This is an optimization exercise on Yosys and OpenROAD, whose aim is small area, a short achievable clock period and few clock cycles, not a production implementation. Only simulation tests tie the RTL to the original design; equivalence was not proved.

===== flow/run.sh =====
#!/bin/bash
# synth_recipe.tcl (not shown) runs the flow's synth.tcl, then flattens the netlist and writes it again
# the make line also repeats each setting of config.mk as NAME=value (left out here)
make -C /OpenROAD-flow-scripts/flow DESIGN_CONFIG=/design/flow/config.mk WORK_HOME=/design/flow/orfs CLKGATE_MAP_FILE= SYNTH_SCRIPT=/design/flow/synth_recipe.tcl finish

===== flow/config.mk =====
export PLATFORM = sky130hd
export DESIGN_NAME = complex_mean_square
export DESIGN_NICKNAME = complex_mean_square
export VERILOG_FILES = /design/flow/design.v
export SDC_FILE = /design/flow/constraint.sdc
export NUM_CORES = 4
export LEC_CHECK = 0
export CAP_MARGIN = 20
export CORE_MARGIN = 2
export CORE_UTILIZATION = 40
export SLEW_MARGIN = 20

===== flow/constraint.sdc =====
create_clock -name core_clock -period 13.5 [get_ports {i_clk}]
set_input_delay 2.7000 -clock core_clock [delete_from_list [all_inputs] [get_ports {i_clk}]]
set_output_delay 2.7000 -clock core_clock [all_outputs]
set_load 0.01 [all_outputs]

===== flow/design.v =====
module complex_adder_subtractor #(
    parameter WIDTH=32
) (
    input [WIDTH-1:0] a,
    input [WIDTH-1:0] b,
    input addNotSub,
    output reg [WIDTH-1:0] result
);
    always @(*) begin
        if (addNotSub) begin
            result[WIDTH-1:WIDTH/2] = a[WIDTH-1:WIDTH/2] + b[WIDTH-1:WIDTH/2];
            result[WIDTH/2-1:0] = a[WIDTH/2-1:0] + b[WIDTH/2-1:0];
        end else begin
            result[WIDTH-1:WIDTH/2] = a[WIDTH-1:WIDTH/2] - b[WIDTH-1:WIDTH/2];
            result[WIDTH/2-1:0] = a[WIDTH/2-1:0] - b[WIDTH/2-1:0];
        end
    end
endmodule
module complex_multiplier #(
    parameter WIDTH=32
) (
    input [WIDTH-1:0] a,
    input [WIDTH-1:0] b,
    output [2*WIDTH-1:0] result
);
    wire signed [WIDTH-1:0] a_real = { {(WIDTH/2+1){a[WIDTH/2-1]}}, a[WIDTH/2-1:0] };
    wire signed [WIDTH-1:0] b_real = { {(WIDTH/2+1){b[WIDTH/2-1]}}, b[WIDTH/2-1:0] };
    wire signed [WIDTH-1:0] a_img = { {(WIDTH/2+1){a[WIDTH-1]}}, a[WIDTH-1:WIDTH/2] };
    wire signed [WIDTH-1:0] b_img = { {(WIDTH/2+1){b[WIDTH-1]}}, b[WIDTH-1:WIDTH/2] };
    wire signed [WIDTH-1:0] result_real = a_real * b_real - a_img * b_img;
    wire signed [WIDTH-1:0] result_img = a_real * b_img + a_img * b_real;
    assign result[WIDTH-1:0] = result_real;
    assign result[2*WIDTH-1:WIDTH] = result_img;
endmodule
module complex_mean_square (
    input wire i_clk,
    input wire i_arst,
    input wire i_en,
    input wire [2:0] i_log2_samples,
    input wire        i_valid,
    input wire [31:0] i_y,
    input wire [31:0] i_y_hat,
    output reg        o_valid,
    output reg [63:0] o_data
);
    wire [31:0] y_diff_w;
    wire [63:0] sq_diff_complex_w;
    wire        sq_diff_valid_w;
    wire [63:0] sum_res_w;
    wire [8:0]  num_samples_w = 1 << i_log2_samples;
    reg [8:0]  sample_rx_cnt_r;
    reg [8:0]  sample_proc_cnt_r;
    reg [1:0]  state_r, next_state_r;
    localparam S_IDLE      = 2'b00;
    localparam S_INIT      = 2'b01;
    localparam S_COMPUTING = 2'b10;
    localparam S_FINALIZE  = 2'b11;
    complex_adder_subtractor #(.WIDTH(32)) y_difference_module (
        .a(i_y),
        .b(i_y_hat),
        .addNotSub(1'b0),
        .result(y_diff_w)
    );
    complex_multiplier cpow_calculator (
        .a(y_diff_w),
        .b(y_diff_w),
        .result(sq_diff_complex_w)
    );
    assign sq_diff_valid_w = i_valid;
    complex_adder_subtractor #(.WIDTH(64)) square_sum (
        .a(o_data),  
        .b(sq_diff_complex_w),
        .addNotSub(1'b1),
        .result(sum_res_w)
    );
    always @(posedge i_clk or posedge i_arst) begin
        if (i_arst)
            state_r <= S_IDLE;
        else
            state_r <= next_state_r;
    end
    always @(*) begin
        next_state_r = state_r;
        case (state_r)
            S_IDLE:      if (i_en) next_state_r = S_INIT;
            S_INIT:      next_state_r = S_COMPUTING;
            S_COMPUTING: if (sample_rx_cnt_r == num_samples_w && sample_proc_cnt_r == num_samples_w)
                             next_state_r = S_FINALIZE;
            S_FINALIZE:  next_state_r = S_IDLE;
            default:     next_state_r = S_IDLE;
        endcase
    end
    always @(posedge i_clk or posedge i_arst) begin
        if (i_arst) begin
            o_valid           <= 1'b0;
            o_data            <= 64'b0;
            sample_rx_cnt_r   <= 9'b0;
            sample_proc_cnt_r <= 9'b0;
        end else begin
            o_valid <= 1'b0;  
            case (state_r)
                S_INIT: begin
                    o_data            <= 64'b0;
                    sample_rx_cnt_r   <= 9'b0;
                    sample_proc_cnt_r <= 9'b0;
                end
                S_COMPUTING: begin
                    sample_rx_cnt_r <= sample_rx_cnt_r;
                    sample_proc_cnt_r <= sample_proc_cnt_r;
                    if (i_valid && sample_rx_cnt_r < num_samples_w) begin
                        sample_rx_cnt_r <= sample_rx_cnt_r + 1;
                    end
                    if (sq_diff_valid_w && !(sample_proc_cnt_r == num_samples_w)) begin
                        sample_proc_cnt_r <= sample_proc_cnt_r + 1;
                        o_data <= sum_res_w;
                    end
                end
                S_FINALIZE: begin
					o_valid        <= 1'b1;  
					o_data[31:0]   <= $signed(o_data[31:0]) >>> i_log2_samples;
					o_data[63:32]  <= $signed(o_data[63:32]) >>> i_log2_samples;
                end
            endcase
        end
    end
endmodule

==> results.sh <==
export IMPL_grtUsageTotal_pct=24.0
export IMPL_dp_hpwl_mm=88.6
export IMPL_ant_nets=0
export IMPL_worstMarginPinSlew_ns=1.11
export IMPL_postSynthAreaPerCell_um2=9.13
export IMPL_cts_tree="yes"
export IMPL_die_height_um=307
export IMPL_clk_path_buf_depth=2
export IMPL_place_congestion=0.915
export IMPL_criticalPathCategory="in2reg"
export IMPL_critPathArrivalTime_ns=13.16
export IMPL_synth_most_common_cell="inv_1"
export IMPL_worst_setup_path_end_kind="register"
export IMPL_die_w_um=307
export IMPL_final_nets=5344
export IMPL_drtIter0Drc=2030
export IMPL_io_pins=136
export IMPL_clkSlewWorstSetupHoldPaths_ns=0.08
export IMPL_place_inst=5302
export IMPL_synth_seq_cells=85
export IMPL_worst_path_max_fanout=10
export IMPL_ys_flop_type="dfrtp_1"
export IMPL_timing_final_crit_share_pct=95.8
export IMPL_clock_sinks=85
export IMPL_max_slew_margin_rel_pct=26.0
export IMPL_synth_common_cells="inv_1 (959), fa_1 (824), nand2_1 (402)"
export IMPL_fin_crit_ns=12.93
export IMPL_vias=27811
export IMPL_finalWorstSetupSlack_ns=0.573
export IMPL_yosys_area_top_type_share_pct=45.0
export IMPL_grt_ovfl_total=0
export IMPL_grt_max_degree=77
export IMPL_syn_num_nets=5235
export IMPL_ys_seq_area_share_pct=5.80
export IMPL_area_growth_synth_to_final_pct=9.74
export IMPL_slew_violations=0
export IMPL_max_cap_violations=0
export IMPL_setup_viol=0
export IMPL_core_area_mm2=0.0912
export IMPL_cp_slowest_cell="fa_1"
export IMPL_synth_distinct_cells=89
export IMPL_worst_setup_path_start_kind="input pin"
export IMPL_drc=0
export IMPL_row_count=111
export IMPL_initial_core_util_pct=40.2
export IMPL_drive_above_1_share_pct=6.36
export IMPL_grt_pass1_vias=29563
export IMPL_fin_setup_tns_ns=0
export IMPL_max_freq_mhz=77.4
export IMPL_fin_cells=5319
export IMPL_syn_area_mm2=0.0367
export IMPL_ctsRootBufferMaster="clkbuf_16"
export IMPL_hold_buffers=0
export IMPL_htreeDepth=3
export IMPL_antenna_found_initial=1
export IMPL_ys_warn_count=3
export IMPL_fin_skew_ns=0.0128
export IMPL_critPathMostFrequentCell="fa_1"
export IMPL_syn_instance_count=4019
export IMPL_hold_viol_final=0
export IMPL_n_antenna_cell=0
export IMPL_hold_path_class="reg2reg"
export IMPL_grt_pass1_wl_mm=173
export IMPL_required_ns=13.73
export IMPL_rsz0062_at_grt="false"
export IMPL_dpl_worst_slack_ns=0.133
export IMPL_hold_ws_ns=0.522
export IMPL_io_buffer_count=135
export IMPL_vias_per_cell=5.23
export IMPL_cpPeakStageDelay_ns=0.57
export IMPL_status="finished clean"
export IMPL_numCtsBuffers=9
export IMPL_dieArea_mm2=0.0942
export IMPL_yosysTopAreaCell="fa_1"
export IMPL_drt_wl_total_mm=109
export IMPL_ys_top_cells_by_area="fa_1 (45%), ha_1 (11%), inv_1 (9.8%), dfrtp_1 (5.8%), nand2_1 (4.1%)"
export IMPL_synth_edff_count=0
export IMPL_wl_per_cell_um=20.5
export IMPL_synthArstFlopShare_pct=100
export IMPL_clk_latency_ns=0.37
export IMPL_first_pass_iters=5
-- sequential cells by signal (all words and copies together) (netlist names) --
register           count
o_data                64
o_valid                1
sample_proc_cnt_r      9
sample_rx_cnt_r        9
state_r                2
-- kinds of logic after synthesis --
logic type	count (synthesis)	share of synthesized area [%]
adder cells (fa/ha/maj)	1145	55.9
buffers and inverters	1122	11.7
AND/OR/NAND/NOR	916	10.5
AO/OA/AOI/OAI	494	8.71
XOR/XNOR	156	3.72
multiplexers	101	3.63
flip-flops	85	5.80
-- through the flow --
stage               util, %  instance area [µm²]
floorplan                 -                36700
global placement       43.8                40000
detailed placement     43.8                40000
CTS                    44.1                40200
global route           44.1                40300
finish                 44.1                40300
-- final timing paths --
check                                          startpoint  cells past startpoint                             end  slack (ns)
max                                            i_y_hat[0]                     41          o_data[31]$_DFFE_PP0P_        0.57
min                        sample_rx_cnt_r[7]$_DFFE_PP0P_                      1  sample_rx_cnt_r[7]$_DFFE_PP0P_        0.52
max reg2reg                        o_data[15]$_DFFE_PP0P_                     21          o_data[31]$_DFFE_PP0P_        6.51
min reg2reg                sample_rx_cnt_r[7]$_DFFE_PP0P_                      1  sample_rx_cnt_r[7]$_DFFE_PP0P_        0.52
max in group asynchronous                          i_arst                      3          o_data[18]$_DFFE_PP0P_        9.62
min in group asynchronous                          i_arst                      2  sample_rx_cnt_r[4]$_DFFE_PP0P_        2.76
-- critical path: cells and delay by family --
| family | cells | cell delay, ns |
|---|---|---|
| fa+ha+maj | 11 | 4.96 |
| compound gates | 16 | 3.29 |
| buf+inv | 9 | 1.29 |
| simple gates | 3 | 0.51 |
| xor+xnor | 2 | 0.37 |
-- layout make-up --
cell class              count  area (µm²)
multi-input cells        2812       30500
fillers                  8775       51000
clock buffers              12         246
clock inverters             4        30.0
repair buffers            246        2220
well taps                1186        1480
flip-flops and latches     85        2130
inverters                 974        3660
-- repair_timing --
item | in CTS | in global routing
resized for setup | 0 | 4
setup buffers | 0 | 1
endpoints found under the setup margin | 0 | 6
-- cell usage in the layout (no fill, tap or decap), types with 43 or more instances in the layout --
| master | instances |
|---|---|
| inv_1 | 958 |
| fa_1 | 824 |
| nand2_1 | 402 |
| nor2_1 | 331 |
| ha_1 | 319 |
| o21ai_0 | 139 |
| clkdlybuf4s50_1 | 132 |
| a21oi_1 | 113 |
| buf_4 | 109 |
| xnor2_1 | 99 |
| dfrtp_1 | 85 |
| mux2_2 | 47 |
| a21o_1 | 43 |
-- routing by layer --
layer	vias to the layer above	track usage, %	wire length (µm)
li1	12485	-	-
met1	14265	32.4	45500
met2	898	39.9	52700
met3	163	3.33	6360
met4	0	7.83	4270
met5	-	0	0
Testbench counts, summed over its fixed seeds: cycles 15,043.

-- static timing again, ports no longer ideal --
Ports are ideal in the flow. The routed layout listed here was re-timed in OpenROAD.
Step 1, drivers: a clkbuf_16 drives i_clk and a buf_2 each remaining input, both assumed.
Step 2 times the ports against the registers' clock, not the clock port: input delays grow and output delays shrink by t, the midpoint of the rising clock arrivals with the driver on.
Three values: ideal, step 1, step 2; two values: the first two.
t (ns): 0.419
slack for setup (ns): 0.573 / 0.604 / 0.185
worst data-port slew with drivers (ns): 0.05
After both steps setup and hold are still met in this run. The setup slack of this run moves by +0.031 ns with the drivers and by -0.388 ns with both steps.
